Source: an optimization exercise on an open RTL-to-GDS flow (aim: small area, a short achievable clock period and few clock cycles per item). Production flows keep margins and buffers that such runs may drop.
At most, simulation tests tie the RTL to the original design; equivalence was not proved.
For run 1, only the layout was checked, not whether the RTL still works.

==> design/flow/design.v <==
module BoothEnc (input [9:0] m,
                 output [5:0] one,
                 output [5:0] two,
                 output [5:0] neg);
    wire [12:0] b = {2'b00, m, 1'b0};    
    genvar i;
    generate
        for (i = 0; i < 6; i = i + 1) begin : dig
            assign one[i] = b[2*i+1] ^ b[2*i];
            assign two[i] = (b[2*i+2] & ~b[2*i+1] & ~b[2*i]) | (~b[2*i+2] & b[2*i+1] & b[2*i]);
            assign neg[i] = b[2*i+2];
        end
    endgenerate
endmodule
module FA (input a, input b, input c, output s, output co);
    assign s = a ^ b ^ c;
    assign co = (a & b) | (c & (a ^ b));
endmodule
module HA (input a, input b, output s, output co);
    assign s = a ^ b;
    assign co = a & b;
endmodule
module GPI (input a, input b, output ng, output np);
    assign ng = ~(a & b);
    assign np = ~(a | b);
endmodule
module MGI (input gh, input ph, input gl, input pl, output g, output p);
    assign g = ~(gh & (ph | gl));
    assign p = ~(ph | pl);
endmodule
module MGP (input gh, input ph, input gl, input pl, output g, output p);
    assign g = ~(gh | (ph & gl));
    assign p = ~(ph & pl);
endmodule
module INV2 (input g, input p, output gn, output pn);
    assign gn = ~g;
    assign pn = ~p;
endmodule
module CSEL (input s, input a, input b, output y);
    assign y = s ? a : b;
endmodule
module CrossProduct (input [10:0] ax,
                     input [10:0] ay,
                     input bx_sign,
                     input [5:0] bx_one,
                     input [5:0] bx_two,
                     input [5:0] bx_neg,
                     input by_sign,
                     input [5:0] by_one,
                     input [5:0] by_two,
                     input [5:0] by_neg,
                     output pos);
    wire [9:0] ma = ax[9:0], mc = ay[9:0];
    wire n1 = ax[10] ^ by_sign;    
    wire n2 = ay[10] ^ bx_sign;    
    wire x, pa, pb;
    assign pa = n1 ? (n2 & ~x) : (n2 | x);
    assign pb = n1 ? (n2 & x) : (n2 | ~x);
    wire pp1, pp2, pp3, pp4, pp5, pp6, pp7, pp8, pp9, pp10, pp11, ns12, nc13, pp14, pp15, pp16;
    wire pp17, pp18, pp19, pp20, pp21, pp22, pp23, pp24, ns25, nc26, pp27, pp28, pp29, pp30, pp31, pp32;
    wire pp33, pp34, pp35, pp36, pp37, ns38, nc39, pp40, pp41, pp42, pp43, pp44, pp45, pp46, pp47, pp48;
    wire pp49, pp50, ns51, nc52, pp53, pp54, pp55, pp56, pp57, pp58, pp59, pp60, pp61, pp62, pp63, ns64;
    wire nc65, pp66, pp67, pp68, pp69, pp70, pp71, pp72, pp73, pp74, pp75, pp76, pp77, pp78, pp79, pp80;
    wire pp81, pp82, pp83, pp84, pp85, pp86, ns87, nc88, pp89, pp90, pp91, pp92, pp93, pp94, pp95, pp96;
    wire pp97, pp98, pp99, ns100, nc101, pp102, pp103, pp104, pp105, pp106, pp107, pp108, pp109, pp110, pp111, pp112;
    wire ns113, nc114, pp115, pp116, pp117, pp118, pp119, pp120, pp121, pp122, pp123, pp124, pp125, ns126, nc127, pp128;
    wire pp129, pp130, pp131, pp132, pp133, pp134, pp135, pp136, pp137, pp138, ns139, nc140, pp141, pp142, pp143, pp144;
    wire pp145, pp146, pp147, pp148, pp149, pp150, s151, c152, s153, c154, s155, c156, s157, c158, s159, c160;
    wire s161, c162, s163, c164, s165, c166, s167, c168, s169, c170, s171, c172, s173, c174, s175, c176;
    wire s177, c178, s179, c180, s181, c182, s183, c184, s185, c186, s187, c188, s189, c190, s191, c192;
    wire s193, c194, s195, c196, s197, c198, s199, c200, s201, c202, s203, c204, s205, c206, s207, c208;
    wire s209, c210, s211, c212, s213, c214, s215, c216, s217, c218, s219, c220, s221, c222, s223, c224;
    wire s225, c226, s227, c228, s229, c230, s231, c232, s233, c234, s235, c236, s237, c238, s239, c240;
    wire s241, c242, s243, c244, s245, c246, s247, c248, s249, c250, s251, c252, s253, c254, s255, c256;
    wire s257, c258, s259, c260, s261, c262, s263, c264, s265, c266, s267, c268, s269, c270, s271, c272;
    wire s273, c274, s275, c276, s277, c278, s279, c280, s281, c282, s283, c284, s285, c286, s287, c288;
    wire s289, c290, s291, c292, s293, c294, s295, c296, s297, c298, s299, c300, s301, c302, s303, c304;
    wire s305, c306, s307, c308, s309, c310, s311, c312, s313, c314, s315, c316, s317, c318, s319, c320;
    wire s321, c322, s323, c324, s325, c326, s327, c328, s329, c330, s331, c332, s333, c334, s335, c336;
    wire s337, c338, s339, c340, s341, c342, s343, c344, s345, c346, s347, c348, s349, c350, s351, c352;
    wire s353, c354, s355, c356, s357, c358, s359, c360, s361, c362, s363, c364, s365, c366, s367, c368;
    wire s369, c370, s371, c372, s373, c374, s375, c376, s377, c378, s379, c380, s381, c382, s383, c384;
    wire s385, c386, s387, c388, s389, c390, s391, c392, s393, c394, s395, c396, s397, c398, s399, c400;
    wire s401, c402, s403, c404, s405, c406, s407, c408, s409, c410, s411, c412, s413, c414, s415, c416;
    wire s417, c418, s419, c420, s421, c422, s423, c424, s425, c426, s427, c428, g429, t430, g431, t432;
    wire g433, t434, g435, t436, g437, t438, g439, t440, g441, t442, g443, t444, g445, t446, g447, t448;
    wire g449, t450, g451, t452, g453, t454, g455, t456, g457, t458, g459, t460, g461, t462, g463, t464;
    wire g465, t466, g467, t468, G469, P470, G471, P472, G473, P474, G475, P476, G477, P478, G479, P480;
    wire G481, P482, G483, P484, G485, P486, G487, P488, G489, P490, G491, P492, G493, P494, G495, P496;
    wire G497, P498, G499, P500, G501, P502, G503, P504, G505, P506, G507, P508, G509, P510;
    assign pp1 = ((by_one[0] & ma[0])) ^ by_neg[0];
    assign pp2 = ((by_one[0] & ma[1]) | (by_two[0] & ma[0])) ^ by_neg[0];
    assign pp3 = ((by_one[0] & ma[2]) | (by_two[0] & ma[1])) ^ by_neg[0];
    assign pp4 = ((by_one[0] & ma[3]) | (by_two[0] & ma[2])) ^ by_neg[0];
    assign pp5 = ((by_one[0] & ma[4]) | (by_two[0] & ma[3])) ^ by_neg[0];
    assign pp6 = ((by_one[0] & ma[5]) | (by_two[0] & ma[4])) ^ by_neg[0];
    assign pp7 = ((by_one[0] & ma[6]) | (by_two[0] & ma[5])) ^ by_neg[0];
    assign pp8 = ((by_one[0] & ma[7]) | (by_two[0] & ma[6])) ^ by_neg[0];
    assign pp9 = ((by_one[0] & ma[8]) | (by_two[0] & ma[7])) ^ by_neg[0];
    assign pp10 = ((by_one[0] & ma[9]) | (by_two[0] & ma[8])) ^ by_neg[0];
    assign pp11 = ((by_two[0] & ma[9])) ^ by_neg[0];
    assign ns12 = ~(by_neg[0]);
    assign nc13 = by_neg[0];
    assign pp14 = ((by_one[1] & ma[0])) ^ by_neg[1];
    assign pp15 = ((by_one[1] & ma[1]) | (by_two[1] & ma[0])) ^ by_neg[1];
    assign pp16 = ((by_one[1] & ma[2]) | (by_two[1] & ma[1])) ^ by_neg[1];
    assign pp17 = ((by_one[1] & ma[3]) | (by_two[1] & ma[2])) ^ by_neg[1];
    assign pp18 = ((by_one[1] & ma[4]) | (by_two[1] & ma[3])) ^ by_neg[1];
    assign pp19 = ((by_one[1] & ma[5]) | (by_two[1] & ma[4])) ^ by_neg[1];
    assign pp20 = ((by_one[1] & ma[6]) | (by_two[1] & ma[5])) ^ by_neg[1];
    assign pp21 = ((by_one[1] & ma[7]) | (by_two[1] & ma[6])) ^ by_neg[1];
    assign pp22 = ((by_one[1] & ma[8]) | (by_two[1] & ma[7])) ^ by_neg[1];
    assign pp23 = ((by_one[1] & ma[9]) | (by_two[1] & ma[8])) ^ by_neg[1];
    assign pp24 = ((by_two[1] & ma[9])) ^ by_neg[1];
    assign ns25 = ~(by_neg[1]);
    assign nc26 = by_neg[1];
    assign pp27 = ((by_one[2] & ma[0])) ^ by_neg[2];
    assign pp28 = ((by_one[2] & ma[1]) | (by_two[2] & ma[0])) ^ by_neg[2];
    assign pp29 = ((by_one[2] & ma[2]) | (by_two[2] & ma[1])) ^ by_neg[2];
    assign pp30 = ((by_one[2] & ma[3]) | (by_two[2] & ma[2])) ^ by_neg[2];
    assign pp31 = ((by_one[2] & ma[4]) | (by_two[2] & ma[3])) ^ by_neg[2];
    assign pp32 = ((by_one[2] & ma[5]) | (by_two[2] & ma[4])) ^ by_neg[2];
    assign pp33 = ((by_one[2] & ma[6]) | (by_two[2] & ma[5])) ^ by_neg[2];
    assign pp34 = ((by_one[2] & ma[7]) | (by_two[2] & ma[6])) ^ by_neg[2];
    assign pp35 = ((by_one[2] & ma[8]) | (by_two[2] & ma[7])) ^ by_neg[2];
    assign pp36 = ((by_one[2] & ma[9]) | (by_two[2] & ma[8])) ^ by_neg[2];
    assign pp37 = ((by_two[2] & ma[9])) ^ by_neg[2];
    assign ns38 = ~(by_neg[2]);
    assign nc39 = by_neg[2];
    assign pp40 = ((by_one[3] & ma[0])) ^ by_neg[3];
    assign pp41 = ((by_one[3] & ma[1]) | (by_two[3] & ma[0])) ^ by_neg[3];
    assign pp42 = ((by_one[3] & ma[2]) | (by_two[3] & ma[1])) ^ by_neg[3];
    assign pp43 = ((by_one[3] & ma[3]) | (by_two[3] & ma[2])) ^ by_neg[3];
    assign pp44 = ((by_one[3] & ma[4]) | (by_two[3] & ma[3])) ^ by_neg[3];
    assign pp45 = ((by_one[3] & ma[5]) | (by_two[3] & ma[4])) ^ by_neg[3];
    assign pp46 = ((by_one[3] & ma[6]) | (by_two[3] & ma[5])) ^ by_neg[3];
    assign pp47 = ((by_one[3] & ma[7]) | (by_two[3] & ma[6])) ^ by_neg[3];
    assign pp48 = ((by_one[3] & ma[8]) | (by_two[3] & ma[7])) ^ by_neg[3];
    assign pp49 = ((by_one[3] & ma[9]) | (by_two[3] & ma[8])) ^ by_neg[3];
    assign pp50 = ((by_two[3] & ma[9])) ^ by_neg[3];
    assign ns51 = ~(by_neg[3]);
    assign nc52 = by_neg[3];
    assign pp53 = ((by_one[4] & ma[0])) ^ by_neg[4];
    assign pp54 = ((by_one[4] & ma[1]) | (by_two[4] & ma[0])) ^ by_neg[4];
    assign pp55 = ((by_one[4] & ma[2]) | (by_two[4] & ma[1])) ^ by_neg[4];
    assign pp56 = ((by_one[4] & ma[3]) | (by_two[4] & ma[2])) ^ by_neg[4];
    assign pp57 = ((by_one[4] & ma[4]) | (by_two[4] & ma[3])) ^ by_neg[4];
    assign pp58 = ((by_one[4] & ma[5]) | (by_two[4] & ma[4])) ^ by_neg[4];
    assign pp59 = ((by_one[4] & ma[6]) | (by_two[4] & ma[5])) ^ by_neg[4];
    assign pp60 = ((by_one[4] & ma[7]) | (by_two[4] & ma[6])) ^ by_neg[4];
    assign pp61 = ((by_one[4] & ma[8]) | (by_two[4] & ma[7])) ^ by_neg[4];
    assign pp62 = ((by_one[4] & ma[9]) | (by_two[4] & ma[8])) ^ by_neg[4];
    assign pp63 = ((by_two[4] & ma[9])) ^ by_neg[4];
    assign ns64 = ~(by_neg[4]);
    assign nc65 = by_neg[4];
    assign pp66 = (by_one[5] & ma[0]);
    assign pp67 = (by_one[5] & ma[1]);
    assign pp68 = (by_one[5] & ma[2]);
    assign pp69 = (by_one[5] & ma[3]);
    assign pp70 = (by_one[5] & ma[4]);
    assign pp71 = (by_one[5] & ma[5]);
    assign pp72 = (by_one[5] & ma[6]);
    assign pp73 = (by_one[5] & ma[7]);
    assign pp74 = (by_one[5] & ma[8]);
    assign pp75 = (by_one[5] & ma[9]);
    assign pp76 = ((bx_one[0] & mc[0])) ^ ~bx_neg[0];
    assign pp77 = ((bx_one[0] & mc[1]) | (bx_two[0] & mc[0])) ^ ~bx_neg[0];
    assign pp78 = ((bx_one[0] & mc[2]) | (bx_two[0] & mc[1])) ^ ~bx_neg[0];
    assign pp79 = ((bx_one[0] & mc[3]) | (bx_two[0] & mc[2])) ^ ~bx_neg[0];
    assign pp80 = ((bx_one[0] & mc[4]) | (bx_two[0] & mc[3])) ^ ~bx_neg[0];
    assign pp81 = ((bx_one[0] & mc[5]) | (bx_two[0] & mc[4])) ^ ~bx_neg[0];
    assign pp82 = ((bx_one[0] & mc[6]) | (bx_two[0] & mc[5])) ^ ~bx_neg[0];
    assign pp83 = ((bx_one[0] & mc[7]) | (bx_two[0] & mc[6])) ^ ~bx_neg[0];
    assign pp84 = ((bx_one[0] & mc[8]) | (bx_two[0] & mc[7])) ^ ~bx_neg[0];
    assign pp85 = ((bx_one[0] & mc[9]) | (bx_two[0] & mc[8])) ^ ~bx_neg[0];
    assign pp86 = ((bx_two[0] & mc[9])) ^ ~bx_neg[0];
    assign ns87 = ~(~bx_neg[0]);
    assign nc88 = ~bx_neg[0];
    assign pp89 = ((bx_one[1] & mc[0])) ^ ~bx_neg[1];
    assign pp90 = ((bx_one[1] & mc[1]) | (bx_two[1] & mc[0])) ^ ~bx_neg[1];
    assign pp91 = ((bx_one[1] & mc[2]) | (bx_two[1] & mc[1])) ^ ~bx_neg[1];
    assign pp92 = ((bx_one[1] & mc[3]) | (bx_two[1] & mc[2])) ^ ~bx_neg[1];
    assign pp93 = ((bx_one[1] & mc[4]) | (bx_two[1] & mc[3])) ^ ~bx_neg[1];
    assign pp94 = ((bx_one[1] & mc[5]) | (bx_two[1] & mc[4])) ^ ~bx_neg[1];
    assign pp95 = ((bx_one[1] & mc[6]) | (bx_two[1] & mc[5])) ^ ~bx_neg[1];
    assign pp96 = ((bx_one[1] & mc[7]) | (bx_two[1] & mc[6])) ^ ~bx_neg[1];
    assign pp97 = ((bx_one[1] & mc[8]) | (bx_two[1] & mc[7])) ^ ~bx_neg[1];
    assign pp98 = ((bx_one[1] & mc[9]) | (bx_two[1] & mc[8])) ^ ~bx_neg[1];
    assign pp99 = ((bx_two[1] & mc[9])) ^ ~bx_neg[1];
    assign ns100 = ~(~bx_neg[1]);
    assign nc101 = ~bx_neg[1];
    assign pp102 = ((bx_one[2] & mc[0])) ^ ~bx_neg[2];
    assign pp103 = ((bx_one[2] & mc[1]) | (bx_two[2] & mc[0])) ^ ~bx_neg[2];
    assign pp104 = ((bx_one[2] & mc[2]) | (bx_two[2] & mc[1])) ^ ~bx_neg[2];
    assign pp105 = ((bx_one[2] & mc[3]) | (bx_two[2] & mc[2])) ^ ~bx_neg[2];
    assign pp106 = ((bx_one[2] & mc[4]) | (bx_two[2] & mc[3])) ^ ~bx_neg[2];
    assign pp107 = ((bx_one[2] & mc[5]) | (bx_two[2] & mc[4])) ^ ~bx_neg[2];
    assign pp108 = ((bx_one[2] & mc[6]) | (bx_two[2] & mc[5])) ^ ~bx_neg[2];
    assign pp109 = ((bx_one[2] & mc[7]) | (bx_two[2] & mc[6])) ^ ~bx_neg[2];
    assign pp110 = ((bx_one[2] & mc[8]) | (bx_two[2] & mc[7])) ^ ~bx_neg[2];
    assign pp111 = ((bx_one[2] & mc[9]) | (bx_two[2] & mc[8])) ^ ~bx_neg[2];
    assign pp112 = ((bx_two[2] & mc[9])) ^ ~bx_neg[2];
    assign ns113 = ~(~bx_neg[2]);
    assign nc114 = ~bx_neg[2];
    assign pp115 = ((bx_one[3] & mc[0])) ^ ~bx_neg[3];
    assign pp116 = ((bx_one[3] & mc[1]) | (bx_two[3] & mc[0])) ^ ~bx_neg[3];
    assign pp117 = ((bx_one[3] & mc[2]) | (bx_two[3] & mc[1])) ^ ~bx_neg[3];
    assign pp118 = ((bx_one[3] & mc[3]) | (bx_two[3] & mc[2])) ^ ~bx_neg[3];
    assign pp119 = ((bx_one[3] & mc[4]) | (bx_two[3] & mc[3])) ^ ~bx_neg[3];
    assign pp120 = ((bx_one[3] & mc[5]) | (bx_two[3] & mc[4])) ^ ~bx_neg[3];
    assign pp121 = ((bx_one[3] & mc[6]) | (bx_two[3] & mc[5])) ^ ~bx_neg[3];
    assign pp122 = ((bx_one[3] & mc[7]) | (bx_two[3] & mc[6])) ^ ~bx_neg[3];
    assign pp123 = ((bx_one[3] & mc[8]) | (bx_two[3] & mc[7])) ^ ~bx_neg[3];
    assign pp124 = ((bx_one[3] & mc[9]) | (bx_two[3] & mc[8])) ^ ~bx_neg[3];
    assign pp125 = ((bx_two[3] & mc[9])) ^ ~bx_neg[3];
    assign ns126 = ~(~bx_neg[3]);
    assign nc127 = ~bx_neg[3];
    assign pp128 = ((bx_one[4] & mc[0])) ^ ~bx_neg[4];
    assign pp129 = ((bx_one[4] & mc[1]) | (bx_two[4] & mc[0])) ^ ~bx_neg[4];
    assign pp130 = ((bx_one[4] & mc[2]) | (bx_two[4] & mc[1])) ^ ~bx_neg[4];
    assign pp131 = ((bx_one[4] & mc[3]) | (bx_two[4] & mc[2])) ^ ~bx_neg[4];
    assign pp132 = ((bx_one[4] & mc[4]) | (bx_two[4] & mc[3])) ^ ~bx_neg[4];
    assign pp133 = ((bx_one[4] & mc[5]) | (bx_two[4] & mc[4])) ^ ~bx_neg[4];
    assign pp134 = ((bx_one[4] & mc[6]) | (bx_two[4] & mc[5])) ^ ~bx_neg[4];
    assign pp135 = ((bx_one[4] & mc[7]) | (bx_two[4] & mc[6])) ^ ~bx_neg[4];
    assign pp136 = ((bx_one[4] & mc[8]) | (bx_two[4] & mc[7])) ^ ~bx_neg[4];
    assign pp137 = ((bx_one[4] & mc[9]) | (bx_two[4] & mc[8])) ^ ~bx_neg[4];
    assign pp138 = ((bx_two[4] & mc[9])) ^ ~bx_neg[4];
    assign ns139 = ~(~bx_neg[4]);
    assign nc140 = ~bx_neg[4];
    assign pp141 = ~((bx_one[5] & mc[0]));
    assign pp142 = ~((bx_one[5] & mc[1]));
    assign pp143 = ~((bx_one[5] & mc[2]));
    assign pp144 = ~((bx_one[5] & mc[3]));
    assign pp145 = ~((bx_one[5] & mc[4]));
    assign pp146 = ~((bx_one[5] & mc[5]));
    assign pp147 = ~((bx_one[5] & mc[6]));
    assign pp148 = ~((bx_one[5] & mc[7]));
    assign pp149 = ~((bx_one[5] & mc[8]));
    assign pp150 = ~((bx_one[5] & mc[9]));
    FA fs151 (.a(pp7), .b(pp18), .c(pp29), .s(s151), .co(c152));
    HA hs153 (.a(pp8), .b(pp19), .s(s153), .co(c154));
    FA fs155 (.a(pp9), .b(pp20), .c(pp31), .s(s155), .co(c156));
    FA fs157 (.a(pp42), .b(pp53), .c(nc65), .s(s157), .co(c158));
    HA hs159 (.a(pp84), .b(pp95), .s(s159), .co(c160));
    FA fs161 (.a(pp10), .b(pp21), .c(pp32), .s(s161), .co(c162));
    FA fs163 (.a(pp43), .b(pp54), .c(pp85), .s(s163), .co(c164));
    HA hs165 (.a(pp96), .b(pp107), .s(s165), .co(c166));
    FA fs167 (.a(pp11), .b(pp22), .c(pp33), .s(s167), .co(c168));
    FA fs169 (.a(pp44), .b(pp55), .c(pp66), .s(s169), .co(c170));
    FA fs171 (.a(pp86), .b(pp97), .c(pp108), .s(s171), .co(c172));
    FA fs173 (.a(ns12), .b(pp23), .c(pp34), .s(s173), .co(c174));
    FA fs175 (.a(pp45), .b(pp56), .c(pp67), .s(s175), .co(c176));
    FA fs177 (.a(ns87), .b(pp98), .c(pp109), .s(s177), .co(c178));
    FA fs179 (.a(pp24), .b(pp35), .c(pp46), .s(s179), .co(c180));
    FA fs181 (.a(pp57), .b(pp68), .c(pp99), .s(s181), .co(c182));
    HA hs183 (.a(pp110), .b(pp121), .s(s183), .co(c184));
    FA fs185 (.a(ns25), .b(pp36), .c(pp47), .s(s185), .co(c186));
    FA fs187 (.a(pp58), .b(pp69), .c(ns100), .s(s187), .co(c188));
    HA hs189 (.a(pp111), .b(pp122), .s(s189), .co(c190));
    FA fs191 (.a(pp37), .b(pp48), .c(pp59), .s(s191), .co(c192));
    HA hs193 (.a(ns38), .b(pp49), .s(s193), .co(c194));
    HA hs195 (.a(pp3), .b(pp14), .s(s195), .co(c196));
    FA fs197 (.a(pp5), .b(pp16), .c(pp27), .s(s197), .co(c198));
    HA hs199 (.a(nc39), .b(pp80), .s(s199), .co(c200));
    FA fs201 (.a(pp6), .b(pp17), .c(pp28), .s(s201), .co(c202));
    HA hs203 (.a(pp81), .b(pp92), .s(s203), .co(c204));
    FA fs205 (.a(s151), .b(pp40), .c(nc52), .s(s205), .co(c206));
    FA fs207 (.a(pp82), .b(pp93), .c(pp104), .s(s207), .co(c208));
    HA hs209 (.a(pp115), .b(nc127), .s(s209), .co(c210));
    FA fs211 (.a(s153), .b(pp30), .c(pp41), .s(s211), .co(c212));
    FA fs213 (.a(pp83), .b(pp94), .c(pp105), .s(s213), .co(c214));
    assign s215 = ~(pp116 ^ c152);
    assign c216 = pp116 | c152;
    FA fs217 (.a(s155), .b(s157), .c(s159), .s(s217), .co(c218));
    FA fs219 (.a(pp106), .b(pp117), .c(pp128), .s(s219), .co(c220));
    assign s221 = ~(nc140 ^ c154);
    assign c222 = nc140 | c154;
    FA fs223 (.a(s161), .b(s163), .c(s165), .s(s223), .co(c224));
    FA fs225 (.a(pp118), .b(pp129), .c(c156), .s(s225), .co(c226));
    assign s227 = ~(c158 ^ c160);
    assign c228 = c158 | c160;
    FA fs229 (.a(s167), .b(s169), .c(s171), .s(s229), .co(c230));
    FA fs231 (.a(pp119), .b(pp130), .c(pp141), .s(s231), .co(c232));
    FA fs233 (.a(c162), .b(c164), .c(c166), .s(s233), .co(c234));
    FA fs235 (.a(s173), .b(s175), .c(s177), .s(s235), .co(c236));
    FA fs237 (.a(pp120), .b(pp131), .c(pp142), .s(s237), .co(c238));
    FA fs239 (.a(c168), .b(c170), .c(c172), .s(s239), .co(c240));
    FA fs241 (.a(s179), .b(s181), .c(s183), .s(s241), .co(c242));
    FA fs243 (.a(pp132), .b(pp143), .c(c174), .s(s243), .co(c244));
    assign s245 = ~(c176 ^ c178);
    assign c246 = c176 | c178;
    FA fs247 (.a(s185), .b(s187), .c(s189), .s(s247), .co(c248));
    FA fs249 (.a(pp133), .b(pp144), .c(c180), .s(s249), .co(c250));
    assign s251 = ~(c182 ^ c184);
    assign c252 = c182 | c184;
    FA fs253 (.a(s191), .b(pp70), .c(pp112), .s(s253), .co(c254));
    FA fs255 (.a(pp123), .b(pp134), .c(pp145), .s(s255), .co(c256));
    FA fs257 (.a(c186), .b(c188), .c(c190), .s(s257), .co(c258));
    FA fs259 (.a(s193), .b(pp60), .c(pp71), .s(s259), .co(c260));
    FA fs261 (.a(ns113), .b(pp124), .c(pp135), .s(s261), .co(c262));
    assign s263 = ~(pp146 ^ c192);
    assign c264 = pp146 | c192;
    FA fs265 (.a(pp50), .b(pp61), .c(pp72), .s(s265), .co(c266));
    FA fs267 (.a(pp125), .b(pp136), .c(pp147), .s(s267), .co(c268));
    FA fs269 (.a(ns51), .b(pp62), .c(pp73), .s(s269), .co(c270));
    HA hs271 (.a(ns126), .b(pp137), .s(s271), .co(c272));
    HA hs273 (.a(pp1), .b(nc13), .s(s273), .co(c274));
    FA fs275 (.a(s195), .b(nc26), .c(pp78), .s(s275), .co(c276));
    FA fs277 (.a(pp4), .b(pp15), .c(pp79), .s(s277), .co(c278));
    HA hs279 (.a(pp90), .b(c196), .s(s279), .co(c280));
    FA fs281 (.a(s197), .b(s199), .c(pp91), .s(s281), .co(c282));
    assign s283 = ~(pp102 ^ nc114);
    assign c284 = pp102 | nc114;
    FA fs285 (.a(s201), .b(s203), .c(pp103), .s(s285), .co(c286));
    assign s287 = ~(c198 ^ c200);
    assign c288 = c198 | c200;
    FA fs289 (.a(s205), .b(s207), .c(s209), .s(s289), .co(c290));
    assign s291 = ~(c202 ^ c204);
    assign c292 = c202 | c204;
    FA fs293 (.a(s211), .b(s213), .c(s215), .s(s293), .co(c294));
    FA fs295 (.a(c206), .b(c208), .c(c210), .s(s295), .co(c296));
    FA fs297 (.a(s217), .b(s219), .c(s221), .s(s297), .co(c298));
    FA fs299 (.a(c212), .b(c214), .c(c216), .s(s299), .co(c300));
    FA fs301 (.a(s223), .b(s225), .c(s227), .s(s301), .co(c302));
    FA fs303 (.a(c218), .b(c220), .c(c222), .s(s303), .co(c304));
    FA fs305 (.a(s229), .b(s231), .c(s233), .s(s305), .co(c306));
    FA fs307 (.a(c224), .b(c226), .c(c228), .s(s307), .co(c308));
    FA fs309 (.a(s235), .b(s237), .c(s239), .s(s309), .co(c310));
    FA fs311 (.a(c230), .b(c232), .c(c234), .s(s311), .co(c312));
    FA fs313 (.a(s241), .b(s243), .c(s245), .s(s313), .co(c314));
    FA fs315 (.a(c236), .b(c238), .c(c240), .s(s315), .co(c316));
    FA fs317 (.a(s247), .b(s249), .c(s251), .s(s317), .co(c318));
    FA fs319 (.a(c242), .b(c244), .c(c246), .s(s319), .co(c320));
    FA fs321 (.a(s253), .b(s255), .c(s257), .s(s321), .co(c322));
    FA fs323 (.a(c248), .b(c250), .c(c252), .s(s323), .co(c324));
    FA fs325 (.a(s259), .b(s261), .c(s263), .s(s325), .co(c326));
    FA fs327 (.a(c254), .b(c256), .c(c258), .s(s327), .co(c328));
    FA fs329 (.a(s265), .b(s267), .c(c194), .s(s329), .co(c330));
    FA fs331 (.a(c260), .b(c262), .c(c264), .s(s331), .co(c332));
    FA fs333 (.a(s269), .b(s271), .c(pp148), .s(s333), .co(c334));
    assign s335 = ~(c266 ^ c268);
    assign c336 = c266 | c268;
    FA fs337 (.a(pp63), .b(pp74), .c(pp138), .s(s337), .co(c338));
    FA fs339 (.a(pp149), .b(c270), .c(c272), .s(s339), .co(c340));
    FA fs341 (.a(ns64), .b(pp75), .c(ns139), .s(s341), .co(c342));
    assign s343 = ~pp150;
    assign c344 = pp150;
    HA hs345 (.a(s273), .b(pp76), .s(s345), .co(c346));
    FA fs347 (.a(pp2), .b(pp77), .c(c274), .s(s347), .co(c348));
    FA fs349 (.a(s275), .b(pp89), .c(nc101), .s(s349), .co(c350));
    FA fs351 (.a(s277), .b(s279), .c(c276), .s(s351), .co(c352));
    FA fs353 (.a(s281), .b(s283), .c(c278), .s(s353), .co(c354));
    FA fs355 (.a(s285), .b(s287), .c(c282), .s(s355), .co(c356));
    FA fs357 (.a(s289), .b(s291), .c(c286), .s(s357), .co(c358));
    FA fs359 (.a(s293), .b(s295), .c(c290), .s(s359), .co(c360));
    FA fs361 (.a(s297), .b(s299), .c(c294), .s(s361), .co(c362));
    FA fs363 (.a(s301), .b(s303), .c(c298), .s(s363), .co(c364));
    FA fs365 (.a(s305), .b(s307), .c(c302), .s(s365), .co(c366));
    FA fs367 (.a(s309), .b(s311), .c(c306), .s(s367), .co(c368));
    FA fs369 (.a(s313), .b(s315), .c(c310), .s(s369), .co(c370));
    FA fs371 (.a(s317), .b(s319), .c(c314), .s(s371), .co(c372));
    FA fs373 (.a(s321), .b(s323), .c(c318), .s(s373), .co(c374));
    FA fs375 (.a(s325), .b(s327), .c(c322), .s(s375), .co(c376));
    FA fs377 (.a(s329), .b(s331), .c(c326), .s(s377), .co(c378));
    FA fs379 (.a(s333), .b(s335), .c(c330), .s(s379), .co(c380));
    FA fs381 (.a(s337), .b(s339), .c(c334), .s(s381), .co(c382));
    FA fs383 (.a(s341), .b(s343), .c(c338), .s(s383), .co(c384));
    HA hs385 (.a(c342), .b(c344), .s(s385), .co(c386));
    HA hs387 (.a(s345), .b(nc88), .s(s387), .co(c388));
    assign s389 = ~(s347 ^ c346);
    assign c390 = s347 | c346;
    assign s391 = ~(s349 ^ c348);
    assign c392 = s349 | c348;
    assign s393 = ~(s351 ^ c350);
    assign c394 = s351 | c350;
    FA fs395 (.a(s353), .b(c280), .c(c352), .s(s395), .co(c396));
    FA fs397 (.a(s355), .b(c284), .c(c354), .s(s397), .co(c398));
    FA fs399 (.a(s357), .b(c288), .c(c356), .s(s399), .co(c400));
    FA fs401 (.a(s359), .b(c292), .c(c358), .s(s401), .co(c402));
    FA fs403 (.a(s361), .b(c296), .c(c360), .s(s403), .co(c404));
    FA fs405 (.a(s363), .b(c300), .c(c362), .s(s405), .co(c406));
    FA fs407 (.a(s365), .b(c304), .c(c364), .s(s407), .co(c408));
    FA fs409 (.a(s367), .b(c308), .c(c366), .s(s409), .co(c410));
    FA fs411 (.a(s369), .b(c312), .c(c368), .s(s411), .co(c412));
    FA fs413 (.a(s371), .b(c316), .c(c370), .s(s413), .co(c414));
    FA fs415 (.a(s373), .b(c320), .c(c372), .s(s415), .co(c416));
    FA fs417 (.a(s375), .b(c324), .c(c374), .s(s417), .co(c418));
    FA fs419 (.a(s377), .b(c328), .c(c376), .s(s419), .co(c420));
    FA fs421 (.a(s379), .b(c332), .c(c378), .s(s421), .co(c422));
    FA fs423 (.a(s381), .b(c336), .c(c380), .s(s423), .co(c424));
    FA fs425 (.a(s383), .b(c340), .c(c382), .s(s425), .co(c426));
    assign s427 = ~(s385 ^ c384);
    assign c428 = s385 | c384;
    assign g429 = ~s387;
    assign t430 = 1'b0;
    GPI ug431 (.a(s389), .b(c388), .ng(g431), .np(t432));
    GPI ug433 (.a(s391), .b(c390), .ng(g433), .np(t434));
    GPI ug435 (.a(s393), .b(c392), .ng(g435), .np(t436));
    GPI ug437 (.a(s395), .b(c394), .ng(g437), .np(t438));
    GPI ug439 (.a(s397), .b(c396), .ng(g439), .np(t440));
    GPI ug441 (.a(s399), .b(c398), .ng(g441), .np(t442));
    GPI ug443 (.a(s401), .b(c400), .ng(g443), .np(t444));
    GPI ug445 (.a(s403), .b(c402), .ng(g445), .np(t446));
    GPI ug447 (.a(s405), .b(c404), .ng(g447), .np(t448));
    GPI ug449 (.a(s407), .b(c406), .ng(g449), .np(t450));
    GPI ug451 (.a(s409), .b(c408), .ng(g451), .np(t452));
    GPI ug453 (.a(s411), .b(c410), .ng(g453), .np(t454));
    GPI ug455 (.a(s413), .b(c412), .ng(g455), .np(t456));
    GPI ug457 (.a(s415), .b(c414), .ng(g457), .np(t458));
    GPI ug459 (.a(s417), .b(c416), .ng(g459), .np(t460));
    GPI ug461 (.a(s419), .b(c418), .ng(g461), .np(t462));
    GPI ug463 (.a(s421), .b(c420), .ng(g463), .np(t464));
    GPI ug465 (.a(s423), .b(c422), .ng(g465), .np(t466));
    GPI ug467 (.a(s425), .b(c424), .ng(g467), .np(t468));
    MGI mG469 (.gh(g467), .ph(t468), .gl(g465), .pl(t466), .g(G469), .p(P470));
    MGI mG471 (.gh(g463), .ph(t464), .gl(g461), .pl(t462), .g(G471), .p(P472));
    MGI mG473 (.gh(g459), .ph(t460), .gl(g457), .pl(t458), .g(G473), .p(P474));
    MGI mG475 (.gh(g455), .ph(t456), .gl(g453), .pl(t454), .g(G475), .p(P476));
    MGI mG477 (.gh(g451), .ph(t452), .gl(g449), .pl(t450), .g(G477), .p(P478));
    MGI mG479 (.gh(g447), .ph(t448), .gl(g445), .pl(t446), .g(G479), .p(P480));
    MGI mG481 (.gh(g443), .ph(t444), .gl(g441), .pl(t442), .g(G481), .p(P482));
    MGI mG483 (.gh(g439), .ph(t440), .gl(g437), .pl(t438), .g(G483), .p(P484));
    MGI mG485 (.gh(g435), .ph(t436), .gl(g433), .pl(t434), .g(G485), .p(P486));
    MGI mG487 (.gh(g431), .ph(t432), .gl(g429), .pl(t430), .g(G487), .p(P488));
    MGP mG489 (.gh(G469), .ph(P470), .gl(G471), .pl(P472), .g(G489), .p(P490));
    MGP mG491 (.gh(G473), .ph(P474), .gl(G475), .pl(P476), .g(G491), .p(P492));
    MGP mG493 (.gh(G477), .ph(P478), .gl(G479), .pl(P480), .g(G493), .p(P494));
    MGP mG495 (.gh(G481), .ph(P482), .gl(G483), .pl(P484), .g(G495), .p(P496));
    MGP mG497 (.gh(G485), .ph(P486), .gl(G487), .pl(P488), .g(G497), .p(P498));
    MGI mG499 (.gh(G489), .ph(P490), .gl(G491), .pl(P492), .g(G499), .p(P500));
    MGI mG501 (.gh(G493), .ph(P494), .gl(G495), .pl(P496), .g(G501), .p(P502));
    INV2 iG503 (.g(G497), .p(P498), .gn(G503), .pn(P504));
    MGP mG505 (.gh(G499), .ph(P500), .gl(G501), .pl(P502), .g(G505), .p(P506));
    INV2 iG507 (.g(G503), .p(P504), .gn(G507), .pn(P508));
    MGI mG509 (.gh(G505), .ph(P506), .gl(G507), .pl(P508), .g(G509), .p(P510));
    assign x = s427 ^ c426;
    CSEL usel (.s(G509), .a(pa), .b(pb), .y(pos));
endmodule
module geofence (clk,
                 reset,
                 X,
                 Y,
                 valid,
                 is_inside);
    input clk;
    input reset;
    input [9:0] X;
    input [9:0] Y;
    output valid;
    output is_inside;
    reg [3:0] cnt;
    reg [9:0] px, py;
    reg [10:0] ux, uy, upx, upy, sx, sy, ex, ey;    
    reg sel_s, sel_e;
    reg ins, vld;
    wire [10:0] scx = sel_s ? upx : sx;
    wire [10:0] scy = sel_s ? upy : sy;
    wire [10:0] ecx = sel_e ? upx : ex;
    wire [10:0] ecy = sel_e ? upy : ey;
    wire cs, ce;
    wire [5:0] ux_one, ux_two, ux_neg, uy_one, uy_two, uy_neg;
    BoothEnc BX (.m(ux[9:0]), .one(ux_one), .two(ux_two), .neg(ux_neg));
    BoothEnc BY (.m(uy[9:0]), .one(uy_one), .two(uy_two), .neg(uy_neg));
    CrossProduct C0 (.ax(scx), .ay(scy),
                     .bx_sign(ux[10]), .bx_one(ux_one), .bx_two(ux_two), .bx_neg(ux_neg),
                     .by_sign(uy[10]), .by_one(uy_one), .by_two(uy_two), .by_neg(uy_neg),
                     .pos(cs));
    CrossProduct C1 (.ax(ecx), .ay(ecy),
                     .bx_sign(ux[10]), .bx_one(ux_one), .bx_two(ux_two), .bx_neg(ux_neg),
                     .by_sign(uy[10]), .by_one(uy_one), .by_two(uy_two), .by_neg(uy_neg),
                     .pos(ce));
    assign valid = vld;
    assign is_inside = ins;
    always @(posedge clk or posedge reset) begin
        if (reset) begin
            cnt <= 4'd0;
            vld <= 1'b0;
        end else begin
            cnt <= (cnt == 4'd8) ? 4'd0 : cnt + 4'd1;
            vld <= (cnt == 4'd7);
        end
    end
    wire [10:0] dx = {1'b0, X} - {1'b0, px};
    wire [10:0] dy = {1'b0, Y} - {1'b0, py};
    wire [9:0] nx = px - X;
    wire [9:0] ny = py - Y;
    wire place = cnt >= 4'd3 && cnt <= 4'd7;
    always @(posedge clk) begin
        if (cnt == 4'd0) begin
            px <= X;
            py <= Y;
        end
        ux <= {dx[10], dx[10] ? nx : dx[9:0]};
        uy <= {dy[10], dy[10] ? ny : dy[9:0]};
        upx <= ux;
        upy <= uy;
        sx <= scx;
        sy <= scy;
        ex <= ecx;
        ey <= ecy;
        sel_s <= cnt == 4'd2 || (place && !cs && !ce);
        sel_e <= cnt == 4'd2 || (place && cs && ce);
        if (cnt == 4'd2)
            ins <= 1'b0;
        else if (place && !cs && ce)
            ins <= 1'b1;
    end
endmodule
==> design/flow/run.sh <==
#!/bin/bash
# synth_recipe.tcl (not shown) runs the flow's synth.tcl, then flattens the netlist and writes it again
# the make line also repeats each setting of config.mk as NAME=value (left out here)
make -C /OpenROAD-flow-scripts/flow DESIGN_CONFIG=/design/flow/config.mk WORK_HOME=/design/flow/orfs CLKGATE_MAP_FILE= SYNTH_SCRIPT=/design/flow/synth_recipe.tcl finish
==> design/flow/config.mk <==
export PLATFORM = sky130hd
export DESIGN_NAME = geofence
export DESIGN_NICKNAME = geofence
export VERILOG_FILES = /design/flow/design.v
export SDC_FILE = /design/flow/constraint.sdc
export NUM_CORES = 4
export LEC_CHECK = 0
export CAP_MARGIN = 20
export CORE_MARGIN = 2
export CORE_UTILIZATION = 40
export SETUP_SLACK_MARGIN = 1.0
export SLEW_MARGIN = 20
export SYNTH_HIERARCHICAL = 1
export SYNTH_MINIMUM_KEEP_SIZE = 0
==> design/flow/constraint.sdc <==
create_clock -name core_clock -period 7.5 [get_ports {clk}]
set_input_delay 1.5000 -clock core_clock [delete_from_list [all_inputs] [get_ports {clk}]]
set_output_delay 1.5000 -clock core_clock [all_outputs]
set_load 0.01 [all_outputs]
==> flow_summary.json, run 1 <==
{
  "status": "timing/DRC/antenna clean",
  "slew_viol_final": 0,
  "met2WireLength_um": 18500,
  "fin_crit_sh_pct": 81.9,
  "critPathArrivalTime_ns": 6.51,
  "r2r-end": "ins$_SDFFE_PP0P_",
  "cap_violations": 0,
  "area_delta_synth_final_pct": 6.36,
  "row_count": 72,
  "path_common_cell": "fa_1",
  "whs_ns": 0.398,
  "grt_pass1_vias": 11900,
  "yosysWarnings": 7,
  "grt_usage_pct": 19.5,
  "setup_viol": 0,
  "first_iter_violations": 742,
  "fin_ws_ns": 1.36,
  "hold_viol": 0,
  "die_w_um": 203,
  "cts_tree": "built",
  "die-area_um2": 41200,
  "worst-path-max-fanout": 20,
  "cp-endpoint": "ins$_SDFFE_PP0P_",
  "critPathMaxStageDelay_ns": 0.60,
  "initial_core_util_pct": 40.8,
  "path_cells": "buf_4, nand2b_1, o21ai_1, buf_4, a22oi_1, xnor2_1, fa_1, fa_1, fa_1, fa_1, fa_1, nor2_1, nor2_1, nand2_1, nor2_1, nand2_1, o21ai_2, mux2_4, nor3_1, a21oi_1, nor2_1",
  "highest_layer": "met4",
  "tns_ns": 0,
  "clk_latency_ns": 0.42,
  "first_pass_iters": 5,
  "core-area_um2": 38800,
  "drive_gt1_share_pct": 10.8,
  "timing.critical_path.from": "uy[7]$_DFF_P_",
  "slowest_stage": "fa_1",
  "nNetsFinal": 1894,
  "diodes": 0,
  "cts_sinks": 116,
  "fmax_ghz": 0.163,
  "layout_min_cycle_time_ns": 6.14,
  "cp-start-kind": "flop",
  "regToRegSetupSlack_ns": 1.36,
  "avgSynthCellArea_um2": 9.83,
  "max-slew-margin-rel_pct": 49.4,
  "wl_met1_um": 16800,
  "timing_worst_setup_path_type": "flop to flop",
  "io_buffers": 23,
  "cp.required_ns": 7.86,
  "remaining_drc_errors": 0,
  "antenna_found_initial": 0,
  "worst_pin_slew_ns": 0.758,
  "boundaryPins": 24,
  "dp_slack_ns": 0.973,
  "place.gp.congestion": 0.856,
  "wl_met3_um": 1990,
  "overflow": 0,
  "finClkSkew_ns": 0.00757,
  "routed_wl_um": 38100,
  "grt_pass1_wl_um": 63300,
  "chipHeight_um": 203,
  "worstSetupEndpointType": "flop",
  "cts_made_buffers": 17,
  "wl_per_cell_um": 18.3,
  "hpwl_um": 29600,
  "clkTransAtPathRegs_ns": 0.06,
  "ant_nets": 0,
  "syn_inst": 1611,
  "clockBufferDepth": 2,
  "ctsRootBufferMaster": "clkbuf_16",
  "hp-class": "flop to flop",
  "r2r.worst_path.cells": 21,
  "rsz0062_at_grt": "no",
  "htreeDepth": 4,
  "grt_max_degree": 48,
  "viasPerCell": 5.39,
  "num_vias": 11200,
  "syn-cell-area_um2": 15800,
  "synth_nets": 1950,
  "r2r_start": "uy[7]$_DFF_P_"
}
## routing by layer
layer / GRT usage (%) / vias to the layer above
met4: 5.58 / 0
met5: 0 / -
met2: 32.5 / 366
met1: 26.1 / 5643
li1: - / 5167
met3: 3.13 / 60
## metrics by stage
| stage | instances | area, um2 | utilization [%] |
|---|---|---|---|
| after global placement | 2054 | 16200 | 41.8 |
| after CTS | 2086 | 16800 | 43.3 |
| final | 2086 | 16800 | 43.4 |
| after detailed placement | 2054 | 16300 | 41.9 |
| after floorplan | 1611 | 15800 | - |
| after global routing | 2086 | 16800 | 43.4 |
## registers in the layout, summed over array words and instances, names as in the netlist, 4 cells and up
| name | count |
|---|---|
| upx | 11 |
| uy | 11 |
| upy | 11 |
| sx | 11 |
| ey | 11 |
| px | 10 |
| ux | 11 |
| cnt | 4 |
| ex | 11 |
| py | 10 |
| sy | 11 |
## repair_timing
action	CTS	global route
hold buffers	0	0
setup buffers	0	0
endpoints found under the setup margin	2	3
pin swaps	0	0
resized for setup	1	6
## critical path, delay by kind of cell, from the launching register on
family	cells	cell delay, ns
adders and majority gates	5	2.67
and+or+nand+nor	8	1.09
buffers and inverters	2	0.64
AOI/OAI and AO/OA	4	0.59
DFF	1	0.56
muxes	1	0.34
xor gates and xnor gates	1	0.18
## worst min path at each step
stage / end / slack, ns / cells after the start / from
after global placement: upy[10]$_DFF_P_ / 0.39 / 0 / uy[10]$_DFF_P_
after global routing: upy[10]$_DFF_P_ / 0.41 / 0 / uy[10]$_DFF_P_
after detailed placement: upy[10]$_DFF_P_ / 0.39 / 0 / uy[10]$_DFF_P_
after CTS: upy[10]$_DFF_P_ / 0.40 / 0 / uy[10]$_DFF_P_
final: upy[10]$_DFF_P_ / 0.40 / 0 / uy[10]$_DFF_P_
after floorplan: upx[0]$_DFF_P_ / 0.35 / 0 / ux[0]$_DFF_P_
## placed cells by master, fill, tap and decap left out, types with 10 or more instances in the layout
cell type and n:
inv_1 167, mux2i_1 19, a22oi_1 182, mux2_2 44
a21o_1 15, buf_4 36, a21oi_1 34, ha_1 97
nand2b_1 10, edfxtp_1 20, nor2_1 68, xor2_1 64
dfxtp_1 83, xnor2_1 182, clkbuf_16 17, and2_1 23
a21oi_2 13, clkdlybuf4s50_1 23, o21ai_2 29, o21ai_0 12
nand2_1 121, fa_1 220
## layout make-up
type	count	area (um2)
clock buffers	21	460
clock inverters	11	100
fillers	3728	22000
inverters	167	627
multi-input cells	1193	11900
flip-flops and latches	116	2560
well taps	518	648
repair buffers	60	512
==> run 2: changes to the inputs <==
--- a/design/flow/design.v
+++ b/design/flow/design.v
@@ -452,20 +452,15 @@
     reg [3:0] cnt;
     reg [9:0] px, py;
-    reg [10:0] ux, uy, upx, upy, sx, sy, ex, ey;    
-    reg sel_s, sel_e;
+    reg [10:0] ux, uy, sx, sy, ex, ey;    
     reg ins, vld;
-    wire [10:0] scx = sel_s ? upx : sx;
-    wire [10:0] scy = sel_s ? upy : sy;
-    wire [10:0] ecx = sel_e ? upx : ex;
-    wire [10:0] ecy = sel_e ? upy : ey;
     wire cs, ce;
     wire [5:0] ux_one, ux_two, ux_neg, uy_one, uy_two, uy_neg;
     BoothEnc BX (.m(ux[9:0]), .one(ux_one), .two(ux_two), .neg(ux_neg));
     BoothEnc BY (.m(uy[9:0]), .one(uy_one), .two(uy_two), .neg(uy_neg));
-    CrossProduct C0 (.ax(scx), .ay(scy),
+    CrossProduct C0 (.ax(sx), .ay(sy),
                      .bx_sign(ux[10]), .bx_one(ux_one), .bx_two(ux_two), .bx_neg(ux_neg),
                      .by_sign(uy[10]), .by_one(uy_one), .by_two(uy_two), .by_neg(uy_neg),
                      .pos(cs));
-    CrossProduct C1 (.ax(ecx), .ay(ecy),
+    CrossProduct C1 (.ax(ex), .ay(ey),
                      .bx_sign(ux[10]), .bx_one(ux_one), .bx_two(ux_two), .bx_neg(ux_neg),
                      .by_sign(uy[10]), .by_one(uy_one), .by_two(uy_two), .by_neg(uy_neg),
@@ -494,12 +489,12 @@
         ux <= {dx[10], dx[10] ? nx : dx[9:0]};
         uy <= {dy[10], dy[10] ? ny : dy[9:0]};
-        upx <= ux;
-        upy <= uy;
-        sx <= scx;
-        sy <= scy;
-        ex <= ecx;
-        ey <= ecy;
-        sel_s <= cnt == 4'd2 || (place && !cs && !ce);
-        sel_e <= cnt == 4'd2 || (place && cs && ce);
+        if (cnt == 4'd2 || (place && !cs && !ce)) begin
+            sx <= ux;
+            sy <= uy;
+        end
+        if (cnt == 4'd2 || (place && cs && ce)) begin
+            ex <= ux;
+            ey <= uy;
+        end
         if (cnt == 4'd2)
             ins <= 1'b0;
==> flow_summary.json, run 2 <==
{
  "cp-start-kind": "flop",
  "fin_ws_ns": 1.26,
  "worst-path-max-fanout": 22,
  "worstSetupEndpointType": "flop",
  "avgSynthCellArea_um2": 9.93,
  "wl_per_cell_um": 18.8,
  "chipHeight_um": 199,
  "dp_slack_ns": 0.757,
  "viasPerCell": 5.41,
  "r2r-end": "ey[3]$_DFFE_PP_",
  "drive_gt1_share_pct": 8.37,
  "ctsRootBufferMaster": "clkbuf_16",
  "r2r_start": "uy[5]$_DFF_P_",
  "hp-class": "flop to flop",
  "grt_max_degree": 49,
  "rsz0062_at_grt": "no",
  "core-area_um2": 37700,
  "area_delta_synth_final_pct": 5.85,
  "first_iter_violations": 803,
  "die-area_um2": 39800,
  "syn-cell-area_um2": 15300,
  "ant_nets": 0,
  "tns_ns": 0,
  "hpwl_um": 28800,
  "post-place-cells": 1982,
  "hold_viol": 0,
  "fin_crit_sh_pct": 83.1,
  "clk_latency_ns": 0.34,
  "final_util_pct": 42.9,
  "cts_sinks": 92,
  "first_pass_iters": 5,
  "grt_usage_pct": 19.9,
  "layout_min_cycle_time_ns": 6.24,
  "instances_no_fill": 2004,
  "antenna_found_initial": 0,
  "cts_tree": "built",
  "io_buffers": 23,
  "diodes": 0,
  "grt_pass1_wl_um": 61200,
  "row_count": 71,
  "grt_pass1_vias": 11400,
  "status": "timing/DRC/antenna clean",
  "routed_wl_um": 37600,
  "regToRegSetupSlack_ns": 1.26,
  "initial_core_util_pct": 40.6,
  "cp-endpoint": "ey[3]$_DFFE_PP_",
  "overflow": 0,
  "die_w_um": 199,
  "hold_buffers": 0,
  "timing_worst_setup_path_type": "flop to flop",
  "cap_violations": 0,
  "boundaryPins": 24,
  "slew_viol_final": 0,
  "max-slew-margin-rel_pct": 52.4,
  "mostFrequentLayoutCells": "fa_1 (220), xnor2_1 (182), a22oi_1 (182)",
  "nFillCells": 3709,
  "syn_inst": 1539,
  "worst_pin_slew_ns": 0.713,
  "final_common_cell": "fa_1",
  "r2r.worst_path.cells": 21,
  "clockBufferDepth": 2,
  "synth_nets": 1878,
  "clkTransAtPathRegs_ns": 0.06,
  "timing.critical_path.from": "uy[5]$_DFF_P_",
  "htreeDepth": 3,
  "critPathArrivalTime_ns": 6.25,
  "cts_made_buffers": 9,
  "finClkSkew_ns": 0.0114,
  "yosysWarnings": 7,
  "place.gp.congestion": 0.856,
  "setup_viol": 0,
  "cp.required_ns": 7.52,
  "nNetsFinal": 1827,
  "fmax_ghz": 0.160,
  "remaining_drc_errors": 0,
  "num_vias": 10800
}
[run 2: cell count changes in the layout (fill, tap and decap cells not counted), sizes merged, moves of 9 or more]
cell | previous run | this run
dfxtp | 91 | 23
edfxtp | 20 | 64
mux2 | 46 | 2
buf | 37 | 46
clkbuf | 21 | 12
[run 2: worst min-delay path by stage]
stage / from / endpoint / slack, ns / depth (start not counted)
6_report: cnt[0]$_DFF_PP0_ / cnt[0]$_DFF_PP0_ / 0.49 / 1
5_1_grt: cnt[0]$_DFF_PP0_ / cnt[0]$_DFF_PP0_ / 0.53 / 1
4_1_cts: cnt[0]$_DFF_PP0_ / cnt[0]$_DFF_PP0_ / 0.49 / 1
3_5_place_dp: cnt[0]$_DFF_PP0_ / cnt[0]$_DFF_PP0_ / 0.48 / 1
3_3_place_gp: cnt[0]$_DFF_PP0_ / cnt[0]$_DFF_PP0_ / 0.47 / 1
2_1_floorplan: cnt[0]$_DFF_PP0_ / cnt[0]$_DFF_PP0_ / 0.45 / 1
[run 2: metal layers]
layer	GRT usage [%]	vias to the layer above	part of all wire, %
met5	0	-	0
met4	5.16	0	2.0
met3	2.95	55	6.8
met2	33.6	387	49
met1	26.7	5457	42
li1	-	4950	-
[run 2: repair_timing]
item                       4_1_cts  5_1_grt
resized for setup                6       14
setup buffers                    0        5
setup endpoints to repair       44       44
gates cloned                     0        0
[run 2: through the flow]
step           hold WS (ns)  area [um2]
2_1_floorplan         0.448       15300
3_3_place_gp          0.472       15700
3_5_place_dp          0.475       15700
4_1_cts               0.487       16100
5_1_grt               0.530       16200
6_report              0.487       16200
[run 2: area by class of cell]
class                           instances  area [um2]  area share (%)
Inverter                              167         627            3.88
Clock buffer                           12         258            1.59
Timing Repair Buffer                   69         591            3.65
Sequential cell                        92        2530            15.6
Tap cell                              511         639            3.95
Multi-Input combinational cell       1149       11500            71.0
Clock inverter                          4        46.3           0.286
[run 2: worst max-delay path: stages, from the launching register on]
cell      delay, ns
dfxtp_4        0.40
buf_6          0.18
nand3b_1       0.20
o21ai_4        0.19
buf_4          0.28
a22oi_1        0.10
xnor2_1        0.21
fa_1           0.50
fa_1           0.59
fa_1           0.54
fa_1           0.52
fa_1           0.56
nor2_1         0.04
nor2_1         0.15
nand2_1        0.12
nor2_1         0.17
nand2_1        0.09
o21ai_2        0.26
mux2_4         0.24
o211ai_1       0.10
a21oi_2        0.16
buf_4          0.30
Testbench counts of run 2, summed over its fixed seeds: cycles 28,800, tests 3,200.
==> run 3: changes to the inputs <==
--- a/design/flow/config.mk
+++ b/design/flow/config.mk
@@ -9,5 +9,6 @@
 export CORE_MARGIN = 2
 export CORE_UTILIZATION = 40
-export SETUP_SLACK_MARGIN = 1.0
+export PLACE_DENSITY = 0.8
+export SETUP_SLACK_MARGIN = 2.0
 export SLEW_MARGIN = 20
 export SYNTH_HIERARCHICAL = 1
==> flow_summary.json, run 3 <==
{
  "status": "timing/DRC/antenna clean",
  "worst-path-buf-inv": 6,
  "antenna_found_initial": 0,
  "clockBufferDepth": 2,
  "setup_viol": 0,
  "worst-path-max-fanout": 6,
  "initial_core_util_pct": 40.6,
  "boundaryPins": 24,
  "cts_tree": "built",
  "slowest_stage": "fa_1",
  "critPathArrivalTime_ns": 6.01,
  "worst_pin_slew_ns": 0.701,
  "path_delay_family": "adder cells",
  "path_cells": "buf_4, nand2b_1, o21ai_4, buf_6, buf_4, a22oi_1, xnor2_1, fa_1, fa_1, fa_1, fa_1, fa_1, nor2_2, nor2_2, buf_4, a21oi_2, o21ai_2, a21oi_2, o21ai_4, mux2_4, o211ai_1, buf_4, a21oi_4, buf_6",
  "cp.required_ns": 7.56,
  "path_common_cell": "fa_1",
  "avgSynthCellArea_um2": 9.93,
  "dp_slack_ns": 0.722,
  "cap_violations": 0,
  "grt_pass1_vias": 12300,
  "overflow": 0,
  "io_buffers": 23,
  "first_pass_iters": 6,
  "fin_crit_sh_pct": 79.3,
  "layout_min_cycle_time_ns": 5.95,
  "timing_worst_setup_path_type": "flop to flop",
  "rsz0062_at_grt": "yes",
  "mostFrequentLayoutCells": "fa_1 (198), xnor2_1 (174), a22oi_1 (171)",
  "viasPerCell": 5.76,
  "whs_ns": 0.489,
  "fin_ws_ns": 1.55,
  "worstSetupEndpointType": "flop",
  "grt_pass1_wl_um": 63500,
  "row_count": 71,
  "wl_per_cell_um": 19.7,
  "first_iter_violations": 1457,
  "chipHeight_um": 199,
  "num_vias": 11900,
  "use_met1_pct": 25.4,
  "clkTransAtPathRegs_ns": 0.07,
  "hp-class": "flop to flop",
  "met2_usage_pct": 34.4,
  "grt_util_met3_pct": 3.31,
  "finClkSkew_ns": 0.0178,
  "remaining_drc_errors": 0,
  "drive_gt1_share_pct": 17.6,
  "ctsRootBufferMaster": "clkbuf_16",
  "max-slew-margin-rel_pct": 53.1,
  "grt_max_degree": 49,
  "routed_wl_um": 40800,
  "nNetsFinal": 1893,
  "hpwl_um": 27100,
  "place.gp.congestion": 0.887,
  "synth_nets": 1878,
  "slew_viol_final": 0,
  "tns_ns": 0,
  "grt.busiest_layer": "met2",
  "cts_sinks": 92,
  "cp-start-kind": "flop",
  "die-area_um2": 39800,
  "clk_latency_ns": 0.35,
  "hold_viol": 0,
  "critPathMaxStageDelay_ns": 0.53,
  "core-area_um2": 37700,
  "fmax_ghz": 0.168,
  "ant_nets": 0,
  "die_w_um": 199,
  "grt_usage_pct": 20.3,
  "syn-cell-area_um2": 15300,
  "diodes": 0,
  "yosysWarnings": 7,
  "final_common_cell": "fa_1",
  "htreeDepth": 3,
  "area_delta_synth_final_pct": 13.5,
  "cts_made_buffers": 9,
  "syn_inst": 1539
}
[run 3: layout make-up]
cell class	count	area [um2]
tap	511	639
timing repair buffer	131	1270
clock buffer	10	239
clock inverter	6	70.1
fill	3344	20300
inverter	167	638
sequential	92	2550
multi-input combinational	1153	11900
[run 3: worst register-to-register path, stage by stage, from the launching register on]
cell	delay (ns)
dfxtp_4	0.40
buf_4	0.12
nand2b_1	0.12
o21ai_4	0.19
buf_6	0.17
buf_4	0.13
a22oi_1	0.08
xnor2_1	0.30
fa_1	0.48
fa_1	0.53
fa_1	0.43
fa_1	0.51
fa_1	0.45
nor2_2	0.15
nor2_2	0.05
buf_4	0.13
a21oi_2	0.13
o21ai_2	0.10
a21oi_2	0.18
o21ai_4	0.10
mux2_4	0.23
o211ai_1	0.08
buf_4	0.18
a21oi_4	0.23
buf_6	0.17
[run 3: stage by stage]
stage | util (%) | instance area (um2) | instances
3_3_place_gp | 41.6 | 15700 | 1974
6_report | 46.0 | 17300 | 2070
5_1_grt | 46.0 | 17300 | 2070
3_5_place_dp | 41.7 | 15700 | 1975
2_1_floorplan | - | 15300 | 1539
4_1_cts | 44.6 | 16800 | 2041
[run 3: final timing paths]
path | from | endpoint | slack (ns) | cells after the start
worst max register to register | uy[5]$_DFF_P_ | ey[5]$_DFFE_PP_ | 1.55 | 24
min in group asynchronous | reset | cnt[0]$_DFF_PP0_ | 1.37 | 2
worst max-delay path | uy[5]$_DFF_P_ | ey[5]$_DFFE_PP_ | 1.55 | 24
worst min register to register | cnt[0]$_DFF_PP0_ | cnt[0]$_DFF_PP0_ | 0.49 | 1
max in group asynchronous | reset | cnt[2]$_DFF_PP0_ | 5.96 | 2
worst min-delay path | cnt[0]$_DFF_PP0_ | cnt[0]$_DFF_PP0_ | 0.49 | 1
[run 3: routing by layer]
| layer | up-vias | routed length, um |
|---|---|---|
| met3 | 193 | 4410 |
| met4 | 0 | 2320 |
| li1 | 5101 | - |
| met5 | - | 0 |
| met1 | 5805 | 14500 |
| met2 | 826 | 19500 |
[run 3: what timing repair did]
action,4_1_cts,5_1_grt
gates cloned,14,1
setup endpoints to repair,45,45
hold buffers,0,0
resized for setup,94,73
pin swaps,82,90
setup buffers,36,28
==> run 4: changes to the inputs <==
--- a/design/flow/config.mk
+++ b/design/flow/config.mk
@@ -8,6 +8,5 @@
 export CAP_MARGIN = 20
 export CORE_MARGIN = 2
-export CORE_UTILIZATION = 40
-export PLACE_DENSITY = 0.8
+export CORE_UTILIZATION = 60
 export SETUP_SLACK_MARGIN = 2.0
 export SLEW_MARGIN = 20
==> flow_summary.json, run 4 <==
{
  "min_path_cells": 1,
  "nFillCells": 1913,
  "regToRegSetupSlack_ns": 1.73,
  "place.gp.congestion": 0.895,
  "core-area_um2": 25100,
  "path_delay_family": "adder cells",
  "antenna_found_initial": 0,
  "clockBufferDepth": 2,
  "worst-path-max-fanout": 8,
  "worstSetupEndpointType": "flop",
  "clk_latency_ns": 0.34,
  "area_delta_synth_final_pct": 12.8,
  "r2r-end": "sx[5]$_DFFE_PP_",
  "cp.required_ns": 7.55,
  "row_count": 58,
  "fin_ws_ns": 1.73,
  "cts_sinks": 92,
  "tns_ns": 0,
  "clkTransAtPathRegs_ns": 0.06,
  "slowest_stage": "fa_2",
  "mostFrequentLayoutCells": "fa_1 (193), xnor2_1 (172), inv_1 (165)",
  "status": "timing/DRC/antenna clean",
  "ctsRootBufferMaster": "clkbuf_16",
  "remaining_drc_errors": 0,
  "viasPerCell": 5.93,
  "first_pass_iters": 5,
  "post-place-cells": 1803,
  "num_vias": 11300,
  "fmax_ghz": 0.173,
  "path_cells": "nand2b_1, o21ai_2, buf_4, buf_4, a22oi_2, xnor2_2, fa_2, fa_2, fa_2, fa_2, fa_1, nor2_2, nor2_1, nand2_1, nor2_2, nand2_2, o21ai_4, mux2_4, nor3_4, buf_4, a21o_4",
  "nNetsFinal": 1903,
  "ant_nets": 0,
  "instances_no_fill": 1899,
  "timing_worst_setup_path_type": "flop to flop",
  "drive_gt1_share_pct": 19.4,
  "grt_max_degree": 49,
  "hold_viol": 0,
  "cap_violations": 0,
  "max-slew-margin-rel_pct": 53.3,
  "syn_inst": 1539,
  "yosysWarnings": 7,
  "cts_made_buffers": 9,
  "grt_usage_pct": 29.6,
  "grt_pass1_vias": 11400,
  "overflow": 0,
  "path_common_cell": "fa_2",
  "boundaryPins": 24,
  "die_w_um": 164,
  "grt_pass1_wl_um": 60700,
  "fin_crit_sh_pct": 76.9,
  "chipHeight_um": 164,
  "synth_nets": 1878,
  "hold_end": "cnt[0]$_DFF_PP0_",
  "cp-start-kind": "flop",
  "setup_viol": 0,
  "avgSynthCellArea_um2": 9.93,
  "hpwl_um": 27700,
  "r2r.worst_path.cells": 21,
  "dp_slack_ns": 0.706,
  "worst-path-buf-inv": 3,
  "diodes": 0,
  "syn-cell-area_um2": 15300,
  "hp-class": "flop to flop",
  "rsz0062_at_grt": "yes",
  "worst_pin_slew_ns": 0.699,
  "hp-start": "cnt[0]$_DFF_PP0_",
  "die-area_um2": 26800,
  "routed_wl_um": 38400,
  "wl_per_cell_um": 20.2,
  "initial_core_util_pct": 60.9,
  "final_common_cell": "fa_1",
  "critPathMaxStageDelay_ns": 0.61,
  "critPathArrivalTime_ns": 5.82,
  "finClkSkew_ns": 0.0112,
  "layout_min_cycle_time_ns": 5.77,
  "first_iter_violations": 832,
  "slew_viol_final": 0,
  "io_buffers": 23,
  "r2r_start": "uy[7]$_DFF_P_",
  "cts_tree": "built",
  "htreeDepth": 3
}
[run 4: metal layers]
metal / track usage [%] / vias up / routed length (um)
met2: 49.9 / 457 / 18900
met4: 7.78 / 0 / 922
met3: 4.67 / 74 / 3010
li1: - / 5124 / -
met5: 0 / - / 0
met1: 39.9 / 5609 / 15600
[run 4: layout make-up]
cell class	instances	area [um2]	share of cell area [%]
flip-flops and latches	92	2560	14.8
clock buffers	12	246	1.43
repair buffers	141	1300	7.53
clock inverters	4	25.0	0.145
well taps	330	413	2.40
multi-input cells	1153	12100	70.0
inverters	167	634	3.68
[run 4: worst max path at each step]
stage	from	endpoint	slack, ns	depth (start not counted)
after global routing	uy[5]$_DFF_P_	sx[5]$_DFFE_PP_	1.58	23
after global placement	uy[5]$_DFF_P_	ex[0]$_DFFE_PP_	0.87	19
final	uy[7]$_DFF_P_	sx[5]$_DFFE_PP_	1.73	21
after CTS	uy[5]$_DFF_P_	ey[1]$_DFFE_PP_	1.79	23
after detailed placement	uy[5]$_DFF_P_	ex[0]$_DFFE_PP_	0.71	19
after floorplan	uy[7]$_DFF_P_	sx[0]$_DFFE_PP_	2.09	19
[run 4: timing repair]
item / in CTS / in global routing
gates resized for setup: 107 / 82
setup endpoints to repair: 45 / 45
endpoints found under the hold margin: 0 / 0
pin swaps: 113 / 61
hold buffers: 0 / 0
buffers inserted: 63 / 9
gates cloned: 8 / 0
[run 4: through the flow]
| step | area [um2] | hold slack, ns | utilization, % |
|---|---|---|---|
| CTS | 16800 | 0.483 | 66.9 |
| global route | 17200 | 0.496 | 68.6 |
| detailed placement | 15500 | 0.470 | 61.9 |
| finish | 17200 | 0.488 | 68.6 |
| global placement | 15500 | 0.472 | 61.9 |
| floorplan | 15300 | 0.448 | - |

[re-timing with driven ports]
The flow's constraints put no driver on any port. The routed layouts listed below were extracted and timed again, unchanged, in two steps.
Step 1, drivers: a clkbuf_16 drives clk and a buf_2 each remaining input, both assumed.
Step 2 adds t to the input delays and takes it off the output delays; t is the mean of the earliest and latest rising clock arrival at the registers after step 1. Input paths then give back, and output paths get back, about the clock's delay inside the block.
a / b / c = ideal / step 1 / step 2; a / b = the first two.
run	shift t [ns]	setup slack, ns	worst hold slack (ns)	clock arrival spread, ns
run 1	0.463	1.355 / 1.355 / 1.355	0.398 / 0.398 / 0.398	0.008 / 0.009
run 2	0.369	1.264 / 1.264 / 1.264	0.487 / 0.487 / 0.487	0.011 / 0.012
run 3	0.383	1.551 / 1.551 / 1.551	0.489 / 0.489 / 0.489	0.018 / 0.017
run 4	0.378	1.730 / 1.730 / 1.730	0.488 / 0.488 / 0.488	0.012 / 0.012
After both steps setup and hold are still met in every run listed.
